Background: an optimization exercise with open tools, aiming at small area, a short achievable clock period and few clock cycles per item. Do not read the settings as production practice. Function was not checked in any run shown here: the RTL went through the layout flow alone. Power is estimated from default activity; no workload was simulated.

==> flow/design.v (outline; a module is shown in full before it is edited, if it fits) <==
// module mul_unit: 46 lines
// module mul_fa: 4 lines
// module mul_bsel: 5 lines
// module mul_bsel8: 8 lines
// module mul_nand2: 3 lines
// module mul_xor2: 3 lines
// module mul_aoi22: 3 lines
// module mul_xnor2: 3 lines
// module mul_x2: 3 lines
// module mul_x3: 3 lines
// module mul_mj: 3 lines
// module mul_and2: 3 lines
// module mul_ao21: 3 lines
// module mul_ha: 4 lines
// module shift_add_multiplier: 1625 lines
module mul_unit
(
    input  logic                  clk,
    input  logic                  rst,
    input  logic                  start,
    input  logic [1:0]            mul_type,
    input  logic [31:0]           a,
    input  logic [31:0]           b,
    input  logic [4:0]            arch_reg,
    input  logic [5:0]   phys_reg,
    input  logic [2:0]  rob,
    input  logic                  cdb_mul_ack,
    input  logic                  branch,
    output logic                  cdb_valid,
    output logic [2:0]  cdb_rob,
    output logic [4:0]            cdb_arch_reg,
    output logic [5:0]   cdb_phys_reg,
    output logic [31:0]           cdb_data,
    output logic [31:0]           cdb_ps1_rdata,
    output logic [31:0]           cdb_ps2_rdata,
    output logic                  done
);
  // ...
==> flow/flow/run.sh <==
#!/bin/bash
# The standard ORFS layout (standard.sh) with two changes:
#  - the port buffers are sky130_fd_sc_hd__buf_1 instead of the cell
#    buffer_ports picks by itself (a slow delay cell);
#  - after the standard synthesis every combinational cell is set to its
#    drive-1 variant; floorplan/placement repair sizes up what timing needs.
set -euo pipefail
export BUFFER_PORTS_ARGS="-buffer_cell sky130_fd_sc_hd__buf_1"
RES=orfs/results/${FLOW_PLATFORM}/mul_unit/base
bash standard.sh synth > synth.log 2>&1
DS_ODB=$RES/1_synth.odb openroad -no_init -exit flow/downsize.tcl > downsize.log 2>&1
touch $RES/1_synth.sdc
bash standard.sh > standard.log 2>&1
==> flow/flow/downsize.tcl <==
# Set every combinational cell of the synthesized netlist to its drive-1
# variant; the resizer's repair steps size up what timing needs.
set odb_file $::env(DS_ODB)
read_db $odb_file
set db [ord::get_db]
set n 0
foreach inst [[ord::get_db_block] getInsts] {
  set m [[$inst getMaster] getName]
  if {[regexp {^(sky130_fd_sc_hd__[a-z0-9]+)_([0-9]+)$} $m -> base drive]} {
    if {$drive <= 1} continue
    if {[regexp {df|dl|sdf|edf|clk|conb|buf} $base]} continue
    set new [$db findMaster ${base}_1]
    if {$new == "NULL" || $new == ""} continue
    $inst swapMaster $new
    incr n
  }
}
puts "downsized $n cells"
write_db $odb_file
==> flow/standard.sh <==
#!/bin/bash
# synth_recipe.tcl (not shown) runs the flow's synth.tcl, then flattens the netlist and writes it again
# the make line also repeats each setting of config.mk as NAME=value (left out here)
make -C /OpenROAD-flow-scripts/flow DESIGN_CONFIG=/design/flow/config.mk WORK_HOME=/design/flow/orfs CLKGATE_MAP_FILE= SYNTH_SCRIPT=/design/flow/synth_recipe.tcl "${@:-finish}"
==> flow/config.mk <==
export PLATFORM = sky130hd
export DESIGN_NAME = mul_unit
export DESIGN_NICKNAME = mul_unit
export VERILOG_FILES = /design/flow/design.v
export SDC_FILE = /design/flow/constraint.sdc
export NUM_CORES = 4
export LEC_CHECK = 0
export CAP_MARGIN = 20
export CORE_MARGIN = 2
export CORE_UTILIZATION = 50
export SETUP_SLACK_MARGIN = 1.1
export SLEW_MARGIN = 20
export SYNTH_HIERARCHICAL = 1
export SYNTH_MINIMUM_KEEP_SIZE = 0
==> flow/constraint.sdc <==
create_clock -name core_clock -period 5.0 [get_ports {clk}]
set_input_delay 1.0000 -clock core_clock [delete_from_list [all_inputs] [get_ports {clk}]]
set_output_delay 1.0000 -clock core_clock [all_outputs]
set_load 0.01 [all_outputs]
==> out/qor.yml, run 1 <==
finish:
  layout_commonest_cell: "xnor2_1"
  final_area_sq_um: 19300
  num-nonclk-inverters: 2
detailed_routing:
  highest_layer: "met4"
  routedWlPerCell_um: 22.1
power:
  pwr-share-comb: 0.701
  power_mw: 12.4
  internal_power_mw: 7.03
  p_sw_mw: 5.40
  p_clk_mw: 1.42
floorplan:
  ios: 197
  start_util: 0.509
placement:
  place_inst: 2007
  portBuffers: 196
clocking:
  postCtsSetupBuffers: 5
  clkSinkCount: 171
  clkTransAtPathRegs_ns: 0.08
  clk_latency_ns: 0.45
  cts.path.max_buffers: 2
  htreeDepth: 4
status:
  run_status: "timing/DRC/antenna clean"
critical_path:
  startpoint: "u_mul.cs0_q[30]"
  cp_top_family: "adder cells"
  r2r_cells: 8
global_routing:
  grtUsageMet2: 0.463
==> run 2, diff against run 1 <==
--- a/flow/design.v
+++ b/flow/design.v
@@ -1022,51 +1022,42 @@
     logic s1839;
     logic c1840;
     logic s1844;
     logic c1845;
     logic s1849;
     logic c1850;
     logic s1854;
     logic c1855;
-    logic s1859;
-    logic c1860;
-    logic s1864;
-    logic c1865;
-    logic s1869;
-    logic c1870;
-    logic s1874;
-    logic c1875;
-    logic x1879;
-    logic x1882;
-    logic x1885;
-    logic x1888;
-    logic x1891;
-    logic x1894;
-    logic x1897;
-    logic x1900;
-    logic x1903;
-    logic x1906;
-    logic x1909;
-    logic x1912;
-    logic x1915;
-    logic x1918;
-    logic x1921;
-    logic x1924;
-    logic x1927;
-    logic x1930;
-    logic x1933;
-    logic x1936;
-    logic x1939;
-    logic x1942;
-    logic x1945;
-    logic x1948;
-    logic x1951;
-    logic x1954;
-    logic x1957;
+    logic x1859;
+    logic x1862;
+    logic x1865;
+    logic x1868;
+    logic x1871;
+    logic x1874;
+    logic x1877;
+    logic x1880;
+    logic x1883;
+    logic x1886;
+    logic x1889;
+    logic x1892;
+    logic x1895;
+    logic x1898;
+    logic x1901;
+    logic x1904;
+    logic x1907;
+    logic x1910;
+    logic x1913;
+    logic x1916;
+    logic x1919;
+    logic x1922;
+    logic x1925;
+    logic x1928;
+    logic x1931;
+    logic x1934;
     assign pp0 = (bo_q[0] & a_q[0]) ^ b_q[1];
     mul_bsel u3 (.one(bo_q[0]), .two(bt_q[0]), .neg(b_q[1]), .a0(a_q[1]), .a1(a_q[0]), .pp(pp2));
     mul_bsel u6 (.one(bo_q[0]), .two(bt_q[0]), .neg(b_q[1]), .a0(a_q[2]), .a1(a_q[1]), .pp(pp5));
     mul_bsel u9 (.one(bo_q[0]), .two(bt_q[0]), .neg(b_q[1]), .a0(a_q[3]), .a1(a_q[2]), .pp(pp8));
     mul_bsel u12 (.one(bo_q[0]), .two(bt_q[0]), .neg(b_q[1]), .a0(a_q[4]), .a1(a_q[3]), .pp(pp11));
     mul_bsel u15 (.one(bo_q[0]), .two(bt_q[0]), .neg(b_q[1]), .a0(a_q[5]), .a1(a_q[4]), .pp(pp14));
     mul_bsel u18 (.one(bo_q[0]), .two(bt_q[0]), .neg(b_q[1]), .a0(a_q[6]), .a1(a_q[5]), .pp(pp17));
     mul_bsel u21 (.one(bo_q[0]), .two(bt_q[0]), .neg(b_q[1]), .a0(a_q[7]), .a1(a_q[6]), .pp(pp20));
@@ -1392,213 +1383,208 @@
     mul_ha u1091 (.a(c1050), .b(s1084), .s(s1089), .co(c1090));
     mul_fa u1096 (.a(b_q[17]), .b(pp47), .ci(pp137), .s(s1094), .co(c1095));
     mul_fa u1101 (.a(pp221), .b(pp299), .ci(pp371), .s(s1099), .co(c1100));
     mul_fa u1106 (.a(pp437), .b(pp497), .ci(pp551), .s(s1104), .co(c1105));
     mul_fa u1111 (.a(pp600), .b(c1060), .ci(c1065), .s(s1109), .co(c1110));
     mul_fa u1116 (.a(s1094), .b(s1099), .ci(s1104), .s(s1114), .co(c1115));
     mul_fa u1121 (.a(c1070), .b(c1075), .ci(s1109), .s(s1119), .co(c1120));
     mul_fa u1126 (.a(s1114), .b(c1080), .ci(s1119), .s(s1124), .co(c1125));
-    mul_ha u1131 (.a(c1085), .b(s1124), .s(s1129), .co(c1130));
-    mul_fa u1136 (.a(pp50), .b(pp140), .ci(pp224), .s(s1134), .co(c1135));
-    mul_fa u1141 (.a(pp302), .b(pp374), .ci(pp440), .s(s1139), .co(c1140));
-    mul_fa u1146 (.a(pp500), .b(pp554), .ci(pp602), .s(s1144), .co(c1145));
-    mul_fa u1151 (.a(c1095), .b(c1100), .ci(c1105), .s(s1149), .co(c1150));
-    mul_fa u1156 (.a(s1134), .b(s1139), .ci(s1144), .s(s1154), .co(c1155));
-    mul_fa u1161 (.a(c1110), .b(c1115), .ci(s1149), .s(s1159), .co(c1160));
-    mul_fa u1166 (.a(s1154), .b(c1120), .ci(s1159), .s(s1164), .co(c1165));
-    mul_ha u1171 (.a(c1125), .b(s1164), .s(s1169), .co(c1170));
-    mul_fa u1176 (.a(b_q[19]), .b(pp53), .ci(pp143), .s(s1174), .co(c1175));
-    mul_fa u1181 (.a(pp227), .b(pp305), .ci(pp377), .s(s1179), .co(c1180));
-    mul_fa u1186 (.a(pp443), .b(pp503), .ci(pp557), .s(s1184), .co(c1185));
-    mul_fa u1191 (.a(pp605), .b(pp648), .ci(c1135), .s(s1189), .co(c1190));
-    mul_fa u1196 (.a(c1140), .b(c1145), .ci(s1174), .s(s1194), .co(c1195));
-    mul_fa u1201 (.a(s1179), .b(s1184), .ci(c1150), .s(s1199), .co(c1200));
-    mul_fa u1206 (.a(s1189), .b(c1155), .ci(s1194), .s(s1204), .co(c1205));
-    mul_fa u1211 (.a(s1199), .b(c1160), .ci(s1204), .s(s1209), .co(c1210));
-    mul_ha u1216 (.a(c1165), .b(s1209), .s(s1214), .co(c1215));
-    mul_fa u1221 (.a(pp56), .b(pp146), .ci(pp230), .s(s1219), .co(c1220));
-    mul_fa u1226 (.a(pp308), .b(pp380), .ci(pp446), .s(s1224), .co(c1225));
-    mul_fa u1231 (.a(pp506), .b(pp560), .ci(pp608), .s(s1229), .co(c1230));
-    mul_fa u1236 (.a(pp650), .b(c1175), .ci(c1180), .s(s1234), .co(c1235));
-    mul_fa u1241 (.a(c1185), .b(s1219), .ci(s1224), .s(s1239), .co(c1240));
-    mul_fa u1246 (.a(s1229), .b(c1190), .ci(c1195), .s(s1244), .co(c1245));
-    mul_fa u1251 (.a(s1234), .b(s1239), .ci(c1200), .s(s1249), .co(c1250));
-    mul_fa u1256 (.a(c1205), .b(s1244), .ci(s1249), .s(s1254), .co(c1255));
-    mul_ha u1261 (.a(c1210), .b(c1215), .s(s1259), .co(c1260));
-    mul_fa u1266 (.a(b_q[21]), .b(pp59), .ci(pp149), .s(s1264), .co(c1265));
-    mul_fa u1271 (.a(pp233), .b(pp311), .ci(pp383), .s(s1269), .co(c1270));
-    mul_fa u1276 (.a(pp449), .b(pp509), .ci(pp563), .s(s1274), .co(c1275));
-    mul_fa u1281 (.a(pp611), .b(pp653), .ci(pp690), .s(s1279), .co(c1280));
-    mul_fa u1286 (.a(c1220), .b(c1225), .ci(c1230), .s(s1284), .co(c1285));
-    mul_fa u1291 (.a(s1264), .b(s1269), .ci(s1274), .s(s1289), .co(c1290));
-    mul_fa u1296 (.a(s1279), .b(c1235), .ci(c1240), .s(s1294), .co(c1295));
-    mul_fa u1301 (.a(s1284), .b(s1289), .ci(c1245), .s(s1299), .co(c1300));
-    mul_fa u1306 (.a(s1294), .b(c1250), .ci(s1299), .s(s1304), .co(c1305));
-    mul_fa u1311 (.a(pp62), .b(pp152), .ci(pp236), .s(s1309), .co(c1310));
-    mul_fa u1316 (.a(pp314), .b(pp386), .ci(pp452), .s(s1314), .co(c1315));
-    mul_fa u1321 (.a(pp512), .b(pp566), .ci(pp614), .s(s1319), .co(c1320));
-    mul_fa u1326 (.a(pp656), .b(pp692), .ci(c1265), .s(s1324), .co(c1325));
-    mul_fa u1331 (.a(c1270), .b(c1275), .ci(c1280), .s(s1329), .co(c1330));
-    mul_fa u1336 (.a(s1309), .b(s1314), .ci(s1319), .s(s1334), .co(c1335));
-    mul_fa u1341 (.a(c1285), .b(s1324), .ci(c1290), .s(s1339), .co(c1340));
-    mul_fa u1346 (.a(s1329), .b(s1334), .ci(c1295), .s(s1344), .co(c1345));
-    mul_ha u1351 (.a(s1339), .b(c1300), .s(s1349), .co(c1350));
-    mul_fa u1356 (.a(b_q[23]), .b(pp65), .ci(pp155), .s(s1354), .co(c1355));
-    mul_fa u1361 (.a(pp239), .b(pp317), .ci(pp389), .s(s1359), .co(c1360));
-    mul_fa u1366 (.a(pp455), .b(pp515), .ci(pp569), .s(s1364), .co(c1365));
-    mul_fa u1371 (.a(pp617), .b(pp659), .ci(pp695), .s(s1369), .co(c1370));
-    mul_fa u1376 (.a(pp726), .b(c1310), .ci(c1315), .s(s1374), .co(c1375));
-    mul_fa u1381 (.a(c1320), .b(s1354), .ci(s1359), .s(s1379), .co(c1380));
-    mul_fa u1386 (.a(s1364), .b(s1369), .ci(c1325), .s(s1384), .co(c1385));
-    mul_fa u1391 (.a(c1330), .b(s1374), .ci(c1335), .s(s1389), .co(c1390));
-    mul_fa u1396 (.a(s1379), .b(s1384), .ci(c1340), .s(s1394), .co(c1395));
-    mul_ha u1401 (.a(s1389), .b(c1345), .s(s1399), .co(c1400));
-    mul_fa u1406 (.a(pp68), .b(pp158), .ci(pp242), .s(s1404), .co(c1405));
-    mul_fa u1411 (.a(pp320), .b(pp392), .ci(pp458), .s(s1409), .co(c1410));
-    mul_fa u1416 (.a(pp518), .b(pp572), .ci(pp620), .s(s1414), .co(c1415));
-    mul_fa u1421 (.a(pp662), .b(pp698), .ci(pp728), .s(s1419), .co(c1420));
-    mul_fa u1426 (.a(c1355), .b(c1360), .ci(c1365), .s(s1424), .co(c1425));
-    mul_fa u1431 (.a(c1370), .b(s1404), .ci(s1409), .s(s1429), .co(c1430));
-    mul_fa u1436 (.a(s1414), .b(s1419), .ci(c1375), .s(s1434), .co(c1435));
-    mul_fa u1441 (.a(c1380), .b(s1424), .ci(s1429), .s(s1439), .co(c1440));
-    mul_fa u1446 (.a(c1385), .b(s1434), .ci(c1390), .s(s1444), .co(c1445));
-    mul_ha u1451 (.a(s1439), .b(c1395), .s(s1449), .co(c1450));
-    mul_fa u1456 (.a(b_q[25]), .b(pp71), .ci(pp161), .s(s1454), .co(c1455));
-    mul_fa u1461 (.a(pp245), .b(pp323), .ci(pp395), .s(s1459), .co(c1460));
-    mul_fa u1466 (.a(pp461), .b(pp521), .ci(pp575), .s(s1464), .co(c1465));
-    mul_fa u1471 (.a(pp623), .b(pp665), .ci(pp701), .s(s1469), .co(c1470));
-    mul_fa u1476 (.a(pp731), .b(pp756), .ci(c1405), .s(s1474), .co(c1475));
-    mul_fa u1481 (.a(c1410), .b(c1415), .ci(c1420), .s(s1479), .co(c1480));
-    mul_fa u1486 (.a(s1454), .b(s1459), .ci(s1464), .s(s1484), .co(c1485));
-    mul_fa u1491 (.a(s1469), .b(c1425), .ci(s1474), .s(s1489), .co(c1490));
-    mul_fa u1496 (.a(c1430), .b(s1479), .ci(s1484), .s(s1494), .co(c1495));
-    mul_fa u1501 (.a(c1435), .b(s1489), .ci(c1440), .s(s1499), .co(c1500));
-    mul_ha u1506 (.a(s1494), .b(c1445), .s(s1504), .co(c1505));
-    mul_fa u1511 (.a(pp74), .b(pp164), .ci(pp248), .s(s1509), .co(c1510));
-    mul_fa u1516 (.a(pp326), .b(pp398), .ci(pp464), .s(s1514), .co(c1515));
-    mul_fa u1521 (.a(pp524), .b(pp578), .ci(pp626), .s(s1519), .co(c1520));
-    mul_fa u1526 (.a(pp668), .b(pp704), .ci(pp734), .s(s1524), .co(c1525));
-    mul_fa u1531 (.a(pp758), .b(c1455), .ci(c1460), .s(s1529), .co(c1530));
-    mul_fa u1536 (.a(c1465), .b(c1470), .ci(s1509), .s(s1534), .co(c1535));
-    mul_fa u1541 (.a(s1514), .b(s1519), .ci(s1524), .s(s1539), .co(c1540));
-    mul_fa u1546 (.a(c1475), .b(c1480), .ci(s1529), .s(s1544), .co(c1545));
-    mul_fa u1551 (.a(c1485), .b(s1534), .ci(s1539), .s(s1549), .co(c1550));
-    mul_fa u1556 (.a(c1490), .b(s1544), .ci(c1495), .s(s1554), .co(c1555));
-    mul_ha u1561 (.a(s1549), .b(c1500), .s(s1559), .co(c1560));
-    mul_fa u1566 (.a(b_q[27]), .b(pp77), .ci(pp167), .s(s1564), .co(c1565));
-    mul_fa u1571 (.a(pp251), .b(pp329), .ci(pp401), .s(s1569), .co(c1570));
-    mul_fa u1576 (.a(pp467), .b(pp527), .ci(pp581), .s(s1574), .co(c1575));
-    mul_fa u1581 (.a(pp629), .b(pp671), .ci(pp707), .s(s1579), .co(c1580));
-    mul_fa u1586 (.a(pp737), .b(pp761), .ci(pp780), .s(s1584), .co(c1585));
-    mul_fa u1591 (.a(c1510), .b(c1515), .ci(c1520), .s(s1589), .co(c1590));
-    mul_fa u1596 (.a(c1525), .b(s1564), .ci(s1569), .s(s1594), .co(c1595));
-    mul_fa u1601 (.a(s1574), .b(s1579), .ci(s1584), .s(s1599), .co(c1600));
-    mul_fa u1606 (.a(c1530), .b(c1535), .ci(c1540), .s(s1604), .co(c1605));
-    mul_fa u1611 (.a(s1589), .b(s1594), .ci(s1599), .s(s1609), .co(c1610));
-    mul_fa u1616 (.a(c1545), .b(s1604), .ci(c1550), .s(s1614), .co(c1615));
-    mul_ha u1621 (.a(s1609), .b(c1555), .s(s1619), .co(c1620));
-    mul_fa u1626 (.a(pp80), .b(pp170), .ci(pp254), .s(s1624), .co(c1625));
-    mul_fa u1631 (.a(pp332), .b(pp404), .ci(pp470), .s(s1629), .co(c1630));
-    mul_fa u1636 (.a(pp530), .b(pp584), .ci(pp632), .s(s1634), .co(c1635));
-    mul_fa u1641 (.a(pp674), .b(pp710), .ci(pp740), .s(s1639), .co(c1640));
-    mul_fa u1646 (.a(pp764), .b(pp782), .ci(c1565), .s(s1644), .co(c1645));
-    mul_fa u1651 (.a(c1570), .b(c1575), .ci(c1580), .s(s1649), .co(c1650));
-    mul_fa u1656 (.a(c1585), .b(s1624), .ci(s1629), .s(s1654), .co(c1655));
-    mul_fa u1661 (.a(s1634), .b(s1639), .ci(c1590), .s(s1659), .co(c1660));
-    mul_fa u1666 (.a(s1644), .b(c1595), .ci(c1600), .s(s1664), .co(c1665));
-    mul_fa u1671 (.a(s1649), .b(s1654), .ci(s1659), .s(s1669), .co(c1670));
-    mul_fa u1676 (.a(c1605), .b(c1610), .ci(s1664), .s(s1674), .co(c1675));
-    mul_ha u1681 (.a(s1669), .b(c1615), .s(s1679), .co(c1680));
-    mul_fa u1686 (.a(b_q[29]), .b(pp83), .ci(pp173), .s(s1684), .co(c1685));
-    mul_fa u1691 (.a(pp257), .b(pp335), .ci(pp407), .s(s1689), .co(c1690));
-    mul_fa u1696 (.a(pp473), .b(pp533), .ci(pp587), .s(s1694), .co(c1695));
-    mul_fa u1701 (.a(pp635), .b(pp677), .ci(pp713), .s(s1699), .co(c1700));
-    mul_fa u1706 (.a(pp743), .b(pp767), .ci(pp785), .s(s1704), .co(c1705));
-    mul_fa u1711 (.a(pp798), .b(c1625), .ci(c1630), .s(s1709), .co(c1710));
-    mul_fa u1716 (.a(c1635), .b(c1640), .ci(s1684), .s(s1714), .co(c1715));
-    mul_fa u1721 (.a(s1689), .b(s1694), .ci(s1699), .s(s1719), .co(c1720));
-    mul_fa u1726 (.a(s1704), .b(c1645), .ci(c1650), .s(s1724), .co(c1725));
-    mul_fa u1731 (.a(s1709), .b(c1655), .ci(s1714), .s(s1729), .co(c1730));
-    mul_fa u1736 (.a(s1719), .b(c1660), .ci(s1724), .s(s1734), .co(c1735));
-    mul_fa u1741 (.a(c1665), .b(s1729), .ci(c1670), .s(s1739), .co(c1740));
-    mul_ha u1746 (.a(s1734), .b(c1675), .s(s1744), .co(c1745));
-    mul_fa u1751 (.a(pp86), .b(pp176), .ci(pp260), .s(s1749), .co(c1750));
-    mul_fa u1756 (.a(pp338), .b(pp410), .ci(pp476), .s(s1754), .co(c1755));
-    mul_fa u1761 (.a(pp536), .b(pp590), .ci(pp638), .s(s1759), .co(c1760));
-    mul_fa u1766 (.a(pp680), .b(pp716), .ci(pp746), .s(s1764), .co(c1765));
-    mul_fa u1771 (.a(pp770), .b(pp788), .ci(pp800), .s(s1769), .co(c1770));
-    mul_fa u1776 (.a(c1685), .b(c1690), .ci(c1695), .s(s1774), .co(c1775));
-    mul_fa u1781 (.a(c1700), .b(c1705), .ci(s1749), .s(s1779), .co(c1780));
-    mul_fa u1786 (.a(s1754), .b(s1759), .ci(s1764), .s(s1784), .co(c1785));
-    mul_fa u1791 (.a(s1769), .b(c1710), .ci(c1715), .s(s1789), .co(c1790));
-    mul_fa u1796 (.a(c1720), .b(s1774), .ci(s1779), .s(s1794), .co(c1795));
-    mul_fa u1801 (.a(s1784), .b(c1725), .ci(c1730), .s(s1799), .co(c1800));
-    mul_fa u1806 (.a(s1789), .b(s1794), .ci(c1735), .s(s1804), .co(c1805));
-    mul_ha u1811 (.a(s1799), .b(c1740), .s(s1809), .co(c1810));
-    mul_fa u1816 (.a(pp810), .b(pp89), .ci(pp179), .s(s1814), .co(c1815));
-    mul_fa u1821 (.a(pp263), .b(pp341), .ci(pp413), .s(s1819), .co(c1820));
-    mul_fa u1826 (.a(pp479), .b(pp539), .ci(pp593), .s(s1824), .co(c1825));
-    mul_fa u1831 (.a(pp641), .b(pp683), .ci(pp719), .s(s1829), .co(c1830));
-    mul_fa u1836 (.a(pp749), .b(pp773), .ci(pp791), .s(s1834), .co(c1835));
-    mul_fa u1841 (.a(pp803), .b(c1750), .ci(c1755), .s(s1839), .co(c1840));
-    mul_fa u1846 (.a(c1760), .b(c1765), .ci(c1770), .s(s1844), .co(c1845));
-    mul_fa u1851 (.a(s1814), .b(s1819), .ci(s1824), .s(s1849), .co(c1850));
-    mul_fa u1856 (.a(s1829), .b(s1834), .ci(c1775), .s(s1854), .co(c1855));
-    mul_fa u1861 (.a(c1780), .b(s1839), .ci(c1785), .s(s1859), .co(c1860));
-    mul_fa u1866 (.a(s1844), .b(s1849), .ci(c1790), .s(s1864), .co(c1865));
-    mul_fa u1871 (.a(s1854), .b(c1795), .ci(s1859), .s(s1869), .co(c1870));
-    mul_fa u1876 (.a(c1800), .b(s1864), .ci(s1869), .s(s1874), .co(c1875));
-    mul_x2 u1880 (.a(pp811), .b(pp92), .s(x1879));
-    mul_x2 u1883 (.a(pp182), .b(pp266), .s(x1882));
-    mul_x2 u1886 (.a(pp344), .b(pp416), .s(x1885));
-    mul_x2 u1889 (.a(pp482), .b(pp542), .s(x1888));
-    mul_x2 u1892 (.a(pp596), .b(pp644), .s(x1891));
-    mul_x2 u1895 (.a(pp686), .b(pp722), .s(x1894));
-    mul_x2 u1898 (.a(pp752), .b(pp776), .s(x1897));
-    mul_x2 u1901 (.a(pp794), .b(pp806), .s(x1900));
-    mul_x2 u1904 (.a(x1879), .b(x1882), .s(x1903));
-    mul_x2 u1907 (.a(x1885), .b(x1888), .s(x1906));
-    mul_x2 u1910 (.a(x1891), .b(x1894), .s(x1909));
-    mul_x2 u1913 (.a(x1897), .b(x1900), .s(x1912));
-    mul_x2 u1916 (.a(x1903), .b(x1906), .s(x1915));
-    mul_x2 u1919 (.a(x1909), .b(x1912), .s(x1918));
-    mul_x2 u1922 (.a(c1815), .b(c1820), .s(x1921));
-    mul_x2 u1925 (.a(c1825), .b(c1830), .s(x1924));
-    mul_x2 u1928 (.a(c1835), .b(x1915), .s(x1927));
-    mul_x2 u1931 (.a(x1918), .b(x1921), .s(x1930));
-    mul_x2 u1934 (.a(x1924), .b(x1927), .s(x1933));
-    mul_x2 u1937 (.a(x1930), .b(c1840), .s(x1936));
-    mul_x2 u1940 (.a(c1845), .b(c1850), .s(x1939));
-    mul_x2 u1943 (.a(x1933), .b(x1936), .s(x1942));
-    mul_x2 u1946 (.a(x1939), .b(x1942), .s(x1945));
-    mul_x2 u1949 (.a(c1855), .b(c1860), .s(x1948));
-    mul_x2 u1952 (.a(x1945), .b(x1948), .s(x1951));
-    mul_x2 u1955 (.a(c1865), .b(x1951), .s(x1954));
-    mul_x2 u1958 (.a(c1870), .b(x1954), .s(x1957));
+    mul_fa u1131 (.a(pp50), .b(pp140), .ci(pp224), .s(s1129), .co(c1130));
+    mul_fa u1136 (.a(pp302), .b(pp374), .ci(pp440), .s(s1134), .co(c1135));
+    mul_fa u1141 (.a(pp500), .b(pp554), .ci(pp602), .s(s1139), .co(c1140));
+    mul_fa u1146 (.a(c1095), .b(c1100), .ci(c1105), .s(s1144), .co(c1145));
+    mul_fa u1151 (.a(s1129), .b(s1134), .ci(s1139), .s(s1149), .co(c1150));
+    mul_fa u1156 (.a(c1110), .b(c1115), .ci(s1144), .s(s1154), .co(c1155));
+    mul_ha u1161 (.a(s1149), .b(c1120), .s(s1159), .co(c1160));
+    mul_fa u1166 (.a(b_q[19]), .b(pp53), .ci(pp143), .s(s1164), .co(c1165));
+    mul_fa u1171 (.a(pp227), .b(pp305), .ci(pp377), .s(s1169), .co(c1170));
+    mul_fa u1176 (.a(pp443), .b(pp503), .ci(pp557), .s(s1174), .co(c1175));
+    mul_fa u1181 (.a(pp605), .b(pp648), .ci(c1130), .s(s1179), .co(c1180));
+    mul_fa u1186 (.a(c1135), .b(c1140), .ci(s1164), .s(s1184), .co(c1185));
+    mul_fa u1191 (.a(s1169), .b(s1174), .ci(c1145), .s(s1189), .co(c1190));
+    mul_fa u1196 (.a(s1179), .b(c1150), .ci(s1184), .s(s1194), .co(c1195));
+    mul_ha u1201 (.a(s1189), .b(c1155), .s(s1199), .co(c1200));
+    mul_fa u1206 (.a(pp56), .b(pp146), .ci(pp230), .s(s1204), .co(c1205));
+    mul_fa u1211 (.a(pp308), .b(pp380), .ci(pp446), .s(s1209), .co(c1210));
+    mul_fa u1216 (.a(pp506), .b(pp560), .ci(pp608), .s(s1214), .co(c1215));
+    mul_fa u1221 (.a(pp650), .b(c1165), .ci(c1170), .s(s1219), .co(c1220));
+    mul_fa u1226 (.a(c1175), .b(s1204), .ci(s1209), .s(s1224), .co(c1225));
+    mul_fa u1231 (.a(s1214), .b(c1180), .ci(c1185), .s(s1229), .co(c1230));
+    mul_fa u1236 (.a(s1219), .b(s1224), .ci(c1190), .s(s1234), .co(c1235));
+    mul_ha u1241 (.a(c1195), .b(s1229), .s(s1239), .co(c1240));
+    mul_fa u1246 (.a(b_q[21]), .b(pp59), .ci(pp149), .s(s1244), .co(c1245));
+    mul_fa u1251 (.a(pp233), .b(pp311), .ci(pp383), .s(s1249), .co(c1250));
+    mul_fa u1256 (.a(pp449), .b(pp509), .ci(pp563), .s(s1254), .co(c1255));
+    mul_fa u1261 (.a(pp611), .b(pp653), .ci(pp690), .s(s1259), .co(c1260));
+    mul_fa u1266 (.a(c1205), .b(c1210), .ci(c1215), .s(s1264), .co(c1265));
+    mul_fa u1271 (.a(s1244), .b(s1249), .ci(s1254), .s(s1269), .co(c1270));
+    mul_fa u1276 (.a(s1259), .b(c1220), .ci(c1225), .s(s1274), .co(c1275));
+    mul_fa u1281 (.a(s1264), .b(s1269), .ci(c1230), .s(s1279), .co(c1280));
+    mul_ha u1286 (.a(s1274), .b(c1235), .s(s1284), .co(c1285));
+    mul_fa u1291 (.a(pp62), .b(pp152), .ci(pp236), .s(s1289), .co(c1290));
+    mul_fa u1296 (.a(pp314), .b(pp386), .ci(pp452), .s(s1294), .co(c1295));
+    mul_fa u1301 (.a(pp512), .b(pp566), .ci(pp614), .s(s1299), .co(c1300));
+    mul_fa u1306 (.a(pp656), .b(pp692), .ci(c1245), .s(s1304), .co(c1305));
+    mul_fa u1311 (.a(c1250), .b(c1255), .ci(c1260), .s(s1309), .co(c1310));
+    mul_fa u1316 (.a(s1289), .b(s1294), .ci(s1299), .s(s1314), .co(c1315));
+    mul_fa u1321 (.a(c1265), .b(s1304), .ci(c1270), .s(s1319), .co(c1320));
+    mul_fa u1326 (.a(s1309), .b(s1314), .ci(c1275), .s(s1324), .co(c1325));
+    mul_ha u1331 (.a(s1319), .b(c1280), .s(s1329), .co(c1330));
+    mul_fa u1336 (.a(b_q[23]), .b(pp65), .ci(pp155), .s(s1334), .co(c1335));
+    mul_fa u1341 (.a(pp239), .b(pp317), .ci(pp389), .s(s1339), .co(c1340));
+    mul_fa u1346 (.a(pp455), .b(pp515), .ci(pp569), .s(s1344), .co(c1345));
+    mul_fa u1351 (.a(pp617), .b(pp659), .ci(pp695), .s(s1349), .co(c1350));
+    mul_fa u1356 (.a(pp726), .b(c1290), .ci(c1295), .s(s1354), .co(c1355));
+    mul_fa u1361 (.a(c1300), .b(s1334), .ci(s1339), .s(s1359), .co(c1360));
+    mul_fa u1366 (.a(s1344), .b(s1349), .ci(c1305), .s(s1364), .co(c1365));
+    mul_fa u1371 (.a(c1310), .b(s1354), .ci(c1315), .s(s1369), .co(c1370));
+    mul_fa u1376 (.a(s1359), .b(s1364), .ci(c1320), .s(s1374), .co(c1375));
+    mul_ha u1381 (.a(s1369), .b(c1325), .s(s1379), .co(c1380));
+    mul_fa u1386 (.a(pp68), .b(pp158), .ci(pp242), .s(s1384), .co(c1385));
+    mul_fa u1391 (.a(pp320), .b(pp392), .ci(pp458), .s(s1389), .co(c1390));
+    mul_fa u1396 (.a(pp518), .b(pp572), .ci(pp620), .s(s1394), .co(c1395));
+    mul_fa u1401 (.a(pp662), .b(pp698), .ci(pp728), .s(s1399), .co(c1400));
+    mul_fa u1406 (.a(c1335), .b(c1340), .ci(c1345), .s(s1404), .co(c1405));
+    mul_fa u1411 (.a(c1350), .b(s1384), .ci(s1389), .s(s1409), .co(c1410));
+    mul_fa u1416 (.a(s1394), .b(s1399), .ci(c1355), .s(s1414), .co(c1415));
+    mul_fa u1421 (.a(c1360), .b(s1404), .ci(s1409), .s(s1419), .co(c1420));
+    mul_fa u1426 (.a(c1365), .b(s1414), .ci(c1370), .s(s1424), .co(c1425));
+    mul_ha u1431 (.a(s1419), .b(c1375), .s(s1429), .co(c1430));
+    mul_fa u1436 (.a(b_q[25]), .b(pp71), .ci(pp161), .s(s1434), .co(c1435));
+    mul_fa u1441 (.a(pp245), .b(pp323), .ci(pp395), .s(s1439), .co(c1440));
+    mul_fa u1446 (.a(pp461), .b(pp521), .ci(pp575), .s(s1444), .co(c1445));
+    mul_fa u1451 (.a(pp623), .b(pp665), .ci(pp701), .s(s1449), .co(c1450));
+    mul_fa u1456 (.a(pp731), .b(pp756), .ci(c1385), .s(s1454), .co(c1455));
+    mul_fa u1461 (.a(c1390), .b(c1395), .ci(c1400), .s(s1459), .co(c1460));
+    mul_fa u1466 (.a(s1434), .b(s1439), .ci(s1444), .s(s1464), .co(c1465));
+    mul_fa u1471 (.a(s1449), .b(c1405), .ci(s1454), .s(s1469), .co(c1470));
+    mul_fa u1476 (.a(c1410), .b(s1459), .ci(s1464), .s(s1474), .co(c1475));
+    mul_fa u1481 (.a(c1415), .b(s1469), .ci(c1420), .s(s1479), .co(c1480));
+    mul_ha u1486 (.a(s1474), .b(c1425), .s(s1484), .co(c1485));
+    mul_fa u1491 (.a(pp74), .b(pp164), .ci(pp248), .s(s1489), .co(c1490));
+    mul_fa u1496 (.a(pp326), .b(pp398), .ci(pp464), .s(s1494), .co(c1495));
+    mul_fa u1501 (.a(pp524), .b(pp578), .ci(pp626), .s(s1499), .co(c1500));
+    mul_fa u1506 (.a(pp668), .b(pp704), .ci(pp734), .s(s1504), .co(c1505));
+    mul_fa u1511 (.a(pp758), .b(c1435), .ci(c1440), .s(s1509), .co(c1510));
+    mul_fa u1516 (.a(c1445), .b(c1450), .ci(s1489), .s(s1514), .co(c1515));
+    mul_fa u1521 (.a(s1494), .b(s1499), .ci(s1504), .s(s1519), .co(c1520));
+    mul_fa u1526 (.a(c1455), .b(c1460), .ci(s1509), .s(s1524), .co(c1525));
+    mul_fa u1531 (.a(c1465), .b(s1514), .ci(s1519), .s(s1529), .co(c1530));
+    mul_fa u1536 (.a(c1470), .b(s1524), .ci(c1475), .s(s1534), .co(c1535));
+    mul_ha u1541 (.a(s1529), .b(c1480), .s(s1539), .co(c1540));
+    mul_fa u1546 (.a(b_q[27]), .b(pp77), .ci(pp167), .s(s1544), .co(c1545));
+    mul_fa u1551 (.a(pp251), .b(pp329), .ci(pp401), .s(s1549), .co(c1550));
+    mul_fa u1556 (.a(pp467), .b(pp527), .ci(pp581), .s(s1554), .co(c1555));
+    mul_fa u1561 (.a(pp629), .b(pp671), .ci(pp707), .s(s1559), .co(c1560));
+    mul_fa u1566 (.a(pp737), .b(pp761), .ci(pp780), .s(s1564), .co(c1565));
+    mul_fa u1571 (.a(c1490), .b(c1495), .ci(c1500), .s(s1569), .co(c1570));
+    mul_fa u1576 (.a(c1505), .b(s1544), .ci(s1549), .s(s1574), .co(c1575));
+    mul_fa u1581 (.a(s1554), .b(s1559), .ci(s1564), .s(s1579), .co(c1580));
+    mul_fa u1586 (.a(c1510), .b(c1515), .ci(c1520), .s(s1584), .co(c1585));
+    mul_fa u1591 (.a(s1569), .b(s1574), .ci(s1579), .s(s1589), .co(c1590));
+    mul_fa u1596 (.a(c1525), .b(s1584), .ci(c1530), .s(s1594), .co(c1595));
+    mul_ha u1601 (.a(s1589), .b(c1535), .s(s1599), .co(c1600));
+    mul_fa u1606 (.a(pp80), .b(pp170), .ci(pp254), .s(s1604), .co(c1605));
+    mul_fa u1611 (.a(pp332), .b(pp404), .ci(pp470), .s(s1609), .co(c1610));
+    mul_fa u1616 (.a(pp530), .b(pp584), .ci(pp632), .s(s1614), .co(c1615));
+    mul_fa u1621 (.a(pp674), .b(pp710), .ci(pp740), .s(s1619), .co(c1620));
+    mul_fa u1626 (.a(pp764), .b(pp782), .ci(c1545), .s(s1624), .co(c1625));
+    mul_fa u1631 (.a(c1550), .b(c1555), .ci(c1560), .s(s1629), .co(c1630));
+    mul_fa u1636 (.a(c1565), .b(s1604), .ci(s1609), .s(s1634), .co(c1635));
+    mul_fa u1641 (.a(s1614), .b(s1619), .ci(c1570), .s(s1639), .co(c1640));
+    mul_fa u1646 (.a(s1624), .b(c1575), .ci(c1580), .s(s1644), .co(c1645));
+    mul_fa u1651 (.a(s1629), .b(s1634), .ci(s1639), .s(s1649), .co(c1650));
+    mul_fa u1656 (.a(c1585), .b(c1590), .ci(s1644), .s(s1654), .co(c1655));
+    mul_ha u1661 (.a(s1649), .b(c1595), .s(s1659), .co(c1660));
+    mul_fa u1666 (.a(b_q[29]), .b(pp83), .ci(pp173), .s(s1664), .co(c1665));
+    mul_fa u1671 (.a(pp257), .b(pp335), .ci(pp407), .s(s1669), .co(c1670));
+    mul_fa u1676 (.a(pp473), .b(pp533), .ci(pp587), .s(s1674), .co(c1675));
+    mul_fa u1681 (.a(pp635), .b(pp677), .ci(pp713), .s(s1679), .co(c1680));
+    mul_fa u1686 (.a(pp743), .b(pp767), .ci(pp785), .s(s1684), .co(c1685));
+    mul_fa u1691 (.a(pp798), .b(c1605), .ci(c1610), .s(s1689), .co(c1690));
+    mul_fa u1696 (.a(c1615), .b(c1620), .ci(s1664), .s(s1694), .co(c1695));
+    mul_fa u1701 (.a(s1669), .b(s1674), .ci(s1679), .s(s1699), .co(c1700));
+    mul_fa u1706 (.a(s1684), .b(c1625), .ci(c1630), .s(s1704), .co(c1705));
+    mul_fa u1711 (.a(s1689), .b(c1635), .ci(s1694), .s(s1709), .co(c1710));
+    mul_fa u1716 (.a(s1699), .b(c1640), .ci(s1704), .s(s1714), .co(c1715));
+    mul_fa u1721 (.a(c1645), .b(s1709), .ci(c1650), .s(s1719), .co(c1720));
+    mul_ha u1726 (.a(s1714), .b(c1655), .s(s1724), .co(c1725));
+    mul_fa u1731 (.a(pp86), .b(pp176), .ci(pp260), .s(s1729), .co(c1730));
+    mul_fa u1736 (.a(pp338), .b(pp410), .ci(pp476), .s(s1734), .co(c1735));
+    mul_fa u1741 (.a(pp536), .b(pp590), .ci(pp638), .s(s1739), .co(c1740));
+    mul_fa u1746 (.a(pp680), .b(pp716), .ci(pp746), .s(s1744), .co(c1745));
+    mul_fa u1751 (.a(pp770), .b(pp788), .ci(pp800), .s(s1749), .co(c1750));
+    mul_fa u1756 (.a(c1665), .b(c1670), .ci(c1675), .s(s1754), .co(c1755));
+    mul_fa u1761 (.a(c1680), .b(c1685), .ci(s1729), .s(s1759), .co(c1760));
+    mul_fa u1766 (.a(s1734), .b(s1739), .ci(s1744), .s(s1764), .co(c1765));
+    mul_fa u1771 (.a(s1749), .b(c1690), .ci(c1695), .s(s1769), .co(c1770));
+    mul_fa u1776 (.a(c1700), .b(s1754), .ci(s1759), .s(s1774), .co(c1775));
+    mul_fa u1781 (.a(s1764), .b(c1705), .ci(c1710), .s(s1779), .co(c1780));
+    mul_fa u1786 (.a(s1769), .b(s1774), .ci(c1715), .s(s1784), .co(c1785));
+    mul_ha u1791 (.a(s1779), .b(c1720), .s(s1789), .co(c1790));
+    mul_fa u1796 (.a(pp810), .b(pp89), .ci(pp179), .s(s1794), .co(c1795));
+    mul_fa u1801 (.a(pp263), .b(pp341), .ci(pp413), .s(s1799), .co(c1800));
+    mul_fa u1806 (.a(pp479), .b(pp539), .ci(pp593), .s(s1804), .co(c1805));
+    mul_fa u1811 (.a(pp641), .b(pp683), .ci(pp719), .s(s1809), .co(c1810));
+    mul_fa u1816 (.a(pp749), .b(pp773), .ci(pp791), .s(s1814), .co(c1815));
+    mul_fa u1821 (.a(pp803), .b(c1730), .ci(c1735), .s(s1819), .co(c1820));
+    mul_fa u1826 (.a(c1740), .b(c1745), .ci(c1750), .s(s1824), .co(c1825));
+    mul_fa u1831 (.a(s1794), .b(s1799), .ci(s1804), .s(s1829), .co(c1830));
+    mul_fa u1836 (.a(s1809), .b(s1814), .ci(c1755), .s(s1834), .co(c1835));
+    mul_fa u1841 (.a(c1760), .b(s1819), .ci(c1765), .s(s1839), .co(c1840));
+    mul_fa u1846 (.a(s1824), .b(s1829), .ci(c1770), .s(s1844), .co(c1845));
+    mul_fa u1851 (.a(s1834), .b(c1775), .ci(s1839), .s(s1849), .co(c1850));
+    mul_fa u1856 (.a(c1780), .b(s1844), .ci(s1849), .s(s1854), .co(c1855));
+    mul_x2 u1860 (.a(pp811), .b(pp92), .s(x1859));
+    mul_x2 u1863 (.a(pp182), .b(pp266), .s(x1862));
+    mul_x2 u1866 (.a(pp344), .b(pp416), .s(x1865));
+    mul_x2 u1869 (.a(pp482), .b(pp542), .s(x1868));
+    mul_x2 u1872 (.a(pp596), .b(pp644), .s(x1871));
+    mul_x2 u1875 (.a(pp686), .b(pp722), .s(x1874));
+    mul_x2 u1878 (.a(pp752), .b(pp776), .s(x1877));
+    mul_x2 u1881 (.a(pp794), .b(pp806), .s(x1880));
+    mul_x2 u1884 (.a(x1859), .b(x1862), .s(x1883));
+    mul_x2 u1887 (.a(x1865), .b(x1868), .s(x1886));
+    mul_x2 u1890 (.a(x1871), .b(x1874), .s(x1889));
+    mul_x2 u1893 (.a(x1877), .b(x1880), .s(x1892));
+    mul_x2 u1896 (.a(x1883), .b(x1886), .s(x1895));
+    mul_x2 u1899 (.a(x1889), .b(x1892), .s(x1898));
+    mul_x2 u1902 (.a(c1795), .b(c1800), .s(x1901));
+    mul_x2 u1905 (.a(c1805), .b(c1810), .s(x1904));
+    mul_x2 u1908 (.a(c1815), .b(x1895), .s(x1907));
+    mul_x2 u1911 (.a(x1898), .b(x1901), .s(x1910));
+    mul_x2 u1914 (.a(x1904), .b(x1907), .s(x1913));
+    mul_x2 u1917 (.a(x1910), .b(c1820), .s(x1916));
+    mul_x2 u1920 (.a(c1825), .b(c1830), .s(x1919));
+    mul_x2 u1923 (.a(x1913), .b(x1916), .s(x1922));
+    mul_x2 u1926 (.a(x1919), .b(x1922), .s(x1925));
+    mul_x2 u1929 (.a(c1835), .b(c1840), .s(x1928));
+    mul_x2 u1932 (.a(x1925), .b(x1928), .s(x1931));
+    mul_x2 u1935 (.a(c1845), .b(x1931), .s(x1934));
     logic [30:0] cs0_q;
     logic [30:0] cs1_q;
-    logic [30:20] cs2_q;
-    logic [1:0] top_q;
+    logic [30:16] cs2_q;
+    logic [2:0] top_q;
     always_ff @(posedge clk) begin
-        cs0_q <= {c1805, c1745, c1680, s1674, s1614, s1554, s1499, s1444, s1394, s1344, c1255, s1254, c1170, c1130, c1090, c1055, c1020, s1014, c960, c935, c910, s904, c870, s864, s849, s834, s824, c815, pp96, pp2, b_q[1]};
-        cs1_q <= {c1810, s1804, s1739, c1620, c1560, c1505, c1450, c1400, c1350, s1349, s1304, s1259, s1214, s1169, s1129, s1089, s1054, s1019, s989, s959, s934, s909, s889, s869, s854, s839, s829, s819, s814, 1'b0, pp0};
-        cs2_q <= {s1874, s1809, s1744, s1679, s1619, s1559, s1504, s1449, s1399, c1305, c1260};
-        top_q <= {c1875, x1957};
+        cs0_q <= {c1785, c1725, c1660, s1654, s1594, s1534, s1479, s1424, s1374, s1324, c1240, c1200, s1194, s1154, c1085, c1055, c1020, s1014, c960, c935, c910, s904, c870, s864, s849, s834, s824, c815, pp96, pp2, b_q[1]};
+        cs1_q <= {c1790, s1784, s1719, c1600, c1540, c1485, c1430, c1380, c1330, c1285, s1279, s1234, c1160, s1159, s1124, s1089, s1054, s1019, s989, s959, s934, s909, s889, s869, s854, s839, s829, s819, s814, 1'b0, pp0};
+        cs2_q <= {s1854, s1789, s1724, s1659, s1599, s1539, s1484, s1429, s1379, s1329, s1284, s1239, s1199, c1125, c1090};
+        top_q <= {c1855, x1934, c1850};
     end
     logic [31:0] prod;
     logic [30:0] pg_g, pg_p, ad_x, ad_y;
-    logic [31:20] o3_c;
-    assign o3_c[20] = 1'b0;
-    for (genvar i = 20; i < 31; i++) begin : g_o3
+    logic [31:16] o3_c;
+    assign o3_c[16] = 1'b0;
+    for (genvar i = 16; i < 31; i++) begin : g_o3
         mul_fa u (.a(cs0_q[i]), .b(cs1_q[i]), .ci(cs2_q[i]), .s(ad_x[i]), .co(o3_c[i+1]));
     end
-    assign ad_y[30:20] = o3_c[30:20];
-    assign ad_x[19:0] = cs0_q[19:0];
-    assign ad_y[19:0] = cs1_q[19:0];
+    assign ad_y[30:16] = o3_c[30:16];
+    assign ad_x[15:0] = cs0_q[15:0];
+    assign ad_y[15:0] = cs1_q[15:0];
     for (genvar i = 0; i < 31; i++) begin : g_pg
         mul_ha u (.a(ad_x[i]), .b(ad_y[i]), .s(pg_p[i]), .co(pg_g[i]));
     end
     logic sk0_g1;
     mul_ao21 u_sk0_g1 (.a(pg_p[1]), .b(pg_g[0]), .c(pg_g[1]), .y(sk0_g1));
     logic sk0_g3;
     mul_ao21 u_sk0_g3 (.a(pg_p[3]), .b(pg_g[2]), .c(pg_g[3]), .y(sk0_g3));
     logic sk0_p3;
@@ -1863,20 +1849,22 @@
     mul_x2 u_sum23 (.a(pg_p[23]), .b(sk4_g22), .s(prod[23]));
     mul_x2 u_sum24 (.a(pg_p[24]), .b(sk4_g23), .s(prod[24]));
     mul_x2 u_sum25 (.a(pg_p[25]), .b(sk4_g24), .s(prod[25]));
     mul_x2 u_sum26 (.a(pg_p[26]), .b(sk4_g25), .s(prod[26]));
     mul_x2 u_sum27 (.a(pg_p[27]), .b(sk4_g26), .s(prod[27]));
     mul_x2 u_sum28 (.a(pg_p[28]), .b(sk4_g27), .s(prod[28]));
     mul_x2 u_sum29 (.a(pg_p[29]), .b(sk4_g28), .s(prod[29]));
     mul_x2 u_sum30 (.a(pg_p[30]), .b(sk4_g29), .s(prod[30]));
+    logic p31_2;
+    mul_x2 u_p31_2 (.a(top_q[0]), .b(top_q[1]), .s(p31_2));
     logic p31_1;
-    mul_x2 u_p31_1 (.a(top_q[0]), .b(top_q[1]), .s(p31_1));
+    mul_x2 u_p31_1 (.a(top_q[2]), .b(o3_c[31]), .s(p31_1));
     logic p31_0;
-    mul_x2 u_p31_0 (.a(o3_c[31]), .b(p31_1), .s(p31_0));
+    mul_x2 u_p31_0 (.a(p31_2), .b(p31_1), .s(p31_0));
     mul_x2 u_sum31 (.a(p31_0), .b(sk4_g30), .s(prod[31]));
     logic g, gd;
     assign g  = deliver;
     assign gd = deliver & ~zero_q;
     logic [31:0] data_g, ps1_g, ps2_g;
     logic [13:0] tag_g, tag_q;
     assign tag_q = {rob_q, arch_q, phys_q};
     for (genvar i = 0; i < 32; i++) begin : g_gate
==> flow/config.mk (replaced) <==
export PLATFORM = sky130hd
export DESIGN_NAME = mul_unit
export DESIGN_NICKNAME = mul_unit
export VERILOG_FILES = /design/flow/design.v
export SDC_FILE = /design/flow/constraint.sdc
export NUM_CORES = 4
export LEC_CHECK = 0
export CAP_MARGIN = 20
export CORE_MARGIN = 2
export CORE_UTILIZATION = 60
export SETUP_SLACK_MARGIN = 1.1
export SLEW_MARGIN = 20
export SYNTH_HIERARCHICAL = 1
export SYNTH_MINIMUM_KEEP_SIZE = 0
==> run 2 against run 1 <==
Against the previous run: first-iteration DRC count rose by 29%; combinational power fell by 5.9%; final cell count fell by 5.2%; clock power barely moved; power fell by 3.3%; setup slack got worse by 0.022 ns; via count rose by 2.0%; core utilization rose by 9.0 points; synthesized cell count rose by 0.37%; wire length fell by 0.11%; sequential power rose by 5%; critical endpoint unchanged; largest cell class unchanged; highest routed layer unchanged.
==> out/qor.yml, run 2 <==
clocking:
  clockRootBuffer: "clkbuf_16"  # unchanged
  tritoncts: "built"  # unchanged
  clk_latency_ns: 0.45  # about the same
  htreeDepth: 4  # unchanged
  clkSinkCount: 176  # was 171
  numCtsBuffers: 17  # unchanged
  clkTransAtPathRegs_ns: 0.08  # about the same
  cts.path.max_buffers: 2  # unchanged
global_routing:
  grtUsageMet1: 0.432  # was 0.371
  busiest_layer: "met2"  # unchanged
  grtUsageMet2: 0.522  # was 0.463
  grt_pass1_wl_mm: 70.9  # was 71.4 mm
  use_met3: 0.0823  # was 0.0448
  grt_use_total: 0.328  # was 0.281
  antenna_found_initial: 0  # unchanged
  grt_overflow: 0  # unchanged
  grt_max_degree: 82  # unchanged
  grt_pass1_vias: 12600  # was 12,400
critical_path:
  path_class: "reg -> out"  # unchanged
  crit_slowest_cell: "fa_1"  # unchanged
  crit_path_end_kind: "output port"  # unchanged
  critPathMaxFanout: 8  # was 3
  cp_cell_sequence: "fa_1 -> ha_4 -> and2_4 -> a21o_4 -> a21o_4 -> a21o_1 -> a21o_1 -> xor2_1 -> and2_1 -> buf_2"  # was fa_1 -> ha_1 -> and2_1 -> and2_1 -> and2_1 -> a21o_1 -> xor2_1 -> and2_1 -> clkbuf_2
  critPathLaunchType: "register"  # unchanged
  critPathArrivalTime_ns: 2.93  # was 2.91 ns
  max_stage_delay_ns: 0.58  # was 0.68 ns
  startpoint: "u_mul.cs0_q[18]"  # was u_mul.cs0_q[30]
  rr_startpoint: "u_mul.a_q[2]"  # was u_mul.bodd_q[5]
  critPathRequiredTime_ns: 4.00  # about the same
timing:
  setup_viol: 0  # unchanged
  worst_pin_slew_ns: 0.954  # was 0.877 ns
  skew_ns: 0.0168  # was 0.0165 ns
  fin_tns_setup_ns: 0  # unchanged
  max_freq_mhz: 254  # was 256 MHz
  fin_crit_sh: 0.786  # was 0.781
  fin_crit_ns: 3.93  # was 3.91 ns
  maxSlewViolCount: 0  # unchanged
  setup_ws_ns: 1.07  # was 1.09 ns
  slew_headroom: 0.364  # was 0.416
  hold_viol: 0  # unchanged
  rsz0062_at_grt: "true"  # unchanged
finish:
  top_register: "u_mul.a_q"  # unchanged
  drive_gt1_frac: 0.0845  # was 0.119
  fin_util: 0.700  # was 0.609
  largest_reg_flops: 32  # unchanged
  n_antenna_cell: 0  # unchanged
  final_area_sq_um: 18700  # was 19,300 sq um
  stdcell_count: 1986  # was 2,095
  largestRegisters: "u_mul.a_q (32), u_mul.cs0_q (31), u_mul.cs1_q (30)"  # unchanged
  fillers: 2026  # was 2,696
  fin_nets: 1972  # was 2,020
  area_delta_synth_final_pct: 15.5  # was 19.8%
  final_cell_mix: "xnor2_1, a22oi_1, fa_1, buf_1, and2_1"  # unchanged
  layout_commonest_cell: "xnor2_1"  # unchanged
placement:
  pre_cts_ws_ns: 1.20  # was 1.13 ns
  dp_hpwl_mm: 33.3  # about the same
  portBuffers: 196  # unchanged
  place_inst: 1944  # was 2,007
  dpl_cell_area_sq_um: 17800  # about the same
  place_congestion: 0.910  # was 0.896
power:
  p_sw_mw: 5.18  # was 5.40 mW
  power_frac_clock: 0.118  # was 0.114
  internal_power_mw: 6.84  # was 7.03 mW
  pwr-share-comb: 0.682  # was 0.701
  swShare: 0.431  # was 0.434
  powerDensity_nw_per_um2: 643  # was 644 nW/um^2
  seq_power_share: 0.200  # was 0.185
  p_leak_nw: 7.31  # was 7.60 nW
  peakVddDrop_mv: 0.400  # was 0.347 mV
detailed_routing:
  wirelength_mm: 46.2  # about the same
  firstDrtPassIters: 8  # was 6
  drt_iter0_drc: 1281  # was 995
  route.vias.total: 12400  # was 12,200
  drt-vias-per-instance: 6.25  # was 5.81
  drcViolationCount: 0  # unchanged
  drtAntennaViolNets: 0  # unchanged
  routedWlPerCell_um: 23.3  # was 22.1 um
floorplan:
  dieHeight_um: 168  # was 183 um
  coreArea_sq_um: 26700  # was 31,600 sq um
  die_w_um: 168  # was 183 um
  fp.dieArea_sq_um: 28300  # was 33,700 sq um
  ios: 197  # unchanged
  start_util: 0.606  # was 0.509
  fp-row-count: 60  # was 65
flow_run:
  cap_violations: 0  # unchanged
yosys:
  syn_area_sq_um: 16200  # was 16,100 sq um
  avgSynthCellArea_sq_um: 11.9  # about the same
  synthCells: 1356  # was 1,351
  synth_warnings: 7  # unchanged
min_path:
  min_from: "u_mul.busy"  # unchanged
  hp-class: "reg -> reg"  # unchanged
status:
  run_status: "timing/DRC/antenna clean"  # unchanged
## run 2: worst max-delay path, delay by kind of cell (launching register included)
| family | cells | cell delay, ns |
|---|---|---|
| adders and majority gates | 2 | 0.80 |
| AOI/OAI and AO/OA | 4 | 0.79 |
| DFF | 1 | 0.33 |
| and+or+nand+nor | 2 | 0.28 |
| xor gates and xnor gates | 1 | 0.16 |
| buffers and inverters | 1 | 0.13 |
## run 2: area by class of cell
type / count / area (sq um) / share of cell area
inverter: 2 / 11.3 / 0.000602
timing repair buffer: 259 / 1240 / 0.0664
clock buffer: 18 / 439 / 0.0235
multi-input combinational: 1176 / 11900 / 0.638
clock inverter: 14 / 180 / 0.00963
tap: 341 / 427 / 0.0228
sequential: 176 / 4480 / 0.239
## run 2: path summary, 6_finish.rpt
kind	endpoint	slack (ns)	cells past startpoint
max	cdb_data[31]	1.07	10
min	u_mul.busy	0.56	1
max reg2reg	u_mul.cs2_q[30]	1.19	7
min reg2reg	u_mul.busy	0.56	1
## run 2: per-stage QoR
stage / total power [mW] / hold WS (ns)
after floorplan: 7.92 / 0.461
after global placement: 9.69 / 0.544
final: 12.0 / 0.563
after detailed placement: 9.97 / 0.558
after global routing: 13.1 / 0.590
after CTS: 11.7 / 0.567
## run 2: what timing repair did
action	4_1_cts	5_1_grt
hold buffers	0	0
pin swaps	23	12
endpoints found under the hold margin	0	0
resized for setup	20	17
gates cloned	0	0
endpoints found under the setup margin	16	17
setup buffers	2	8
## run 2: metal layers
layer  share of wire  routed length (um)  vias to the layer above
li1                -                   -                     5434
met1            0.40               18400                     6120
met2            0.47               21700                      732
met3           0.099                4580                      123
met4           0.034                1550                        0
met5               0                   0                        -
## run 2: power by group through the flow
stage | Sequential [mW] | Combinational, mW | Clock [mW]
finish | 2.41 | 8.20 | 1.41
CTS | 2.41 | 7.84 | 1.43
global route | 2.44 | 9.20 | 1.49
floorplan | 2.40 | 5.52 | 0
detailed placement | 2.44 | 7.53 | 0
global placement | 2.43 | 7.26 | 0

static timing again, ports no longer ideal:
No port has a modelled driver above. Below, the same layouts with a new extraction and two added sets of constraints.
Step 1, drivers: a clkbuf_16 drives clk and a buf_2 each remaining input, both assumed.
Step 2 adds t to the input delays and takes it off the output delays; t is the mean of the earliest and latest rising clock arrival at the registers after step 1. Input paths then give back, and output paths get back, about the clock's delay inside the block.
Three values: ideal, step 1, step 2; two values: the first two.
run	t, ns	slack for setup (ns)	clock arrival spread, ns	slew at the worst register clock pin (ns)	cell pins on the clock port's net
run 1	0.499	1.093 / 1.039 / 1.194	0.017 / 0.017	0.09 / 0.09	1
run 2	0.490	1.071 / 1.020 / 1.191	0.017 / 0.017	0.09 / 0.09	1
After both steps every run listed still meets setup and hold.
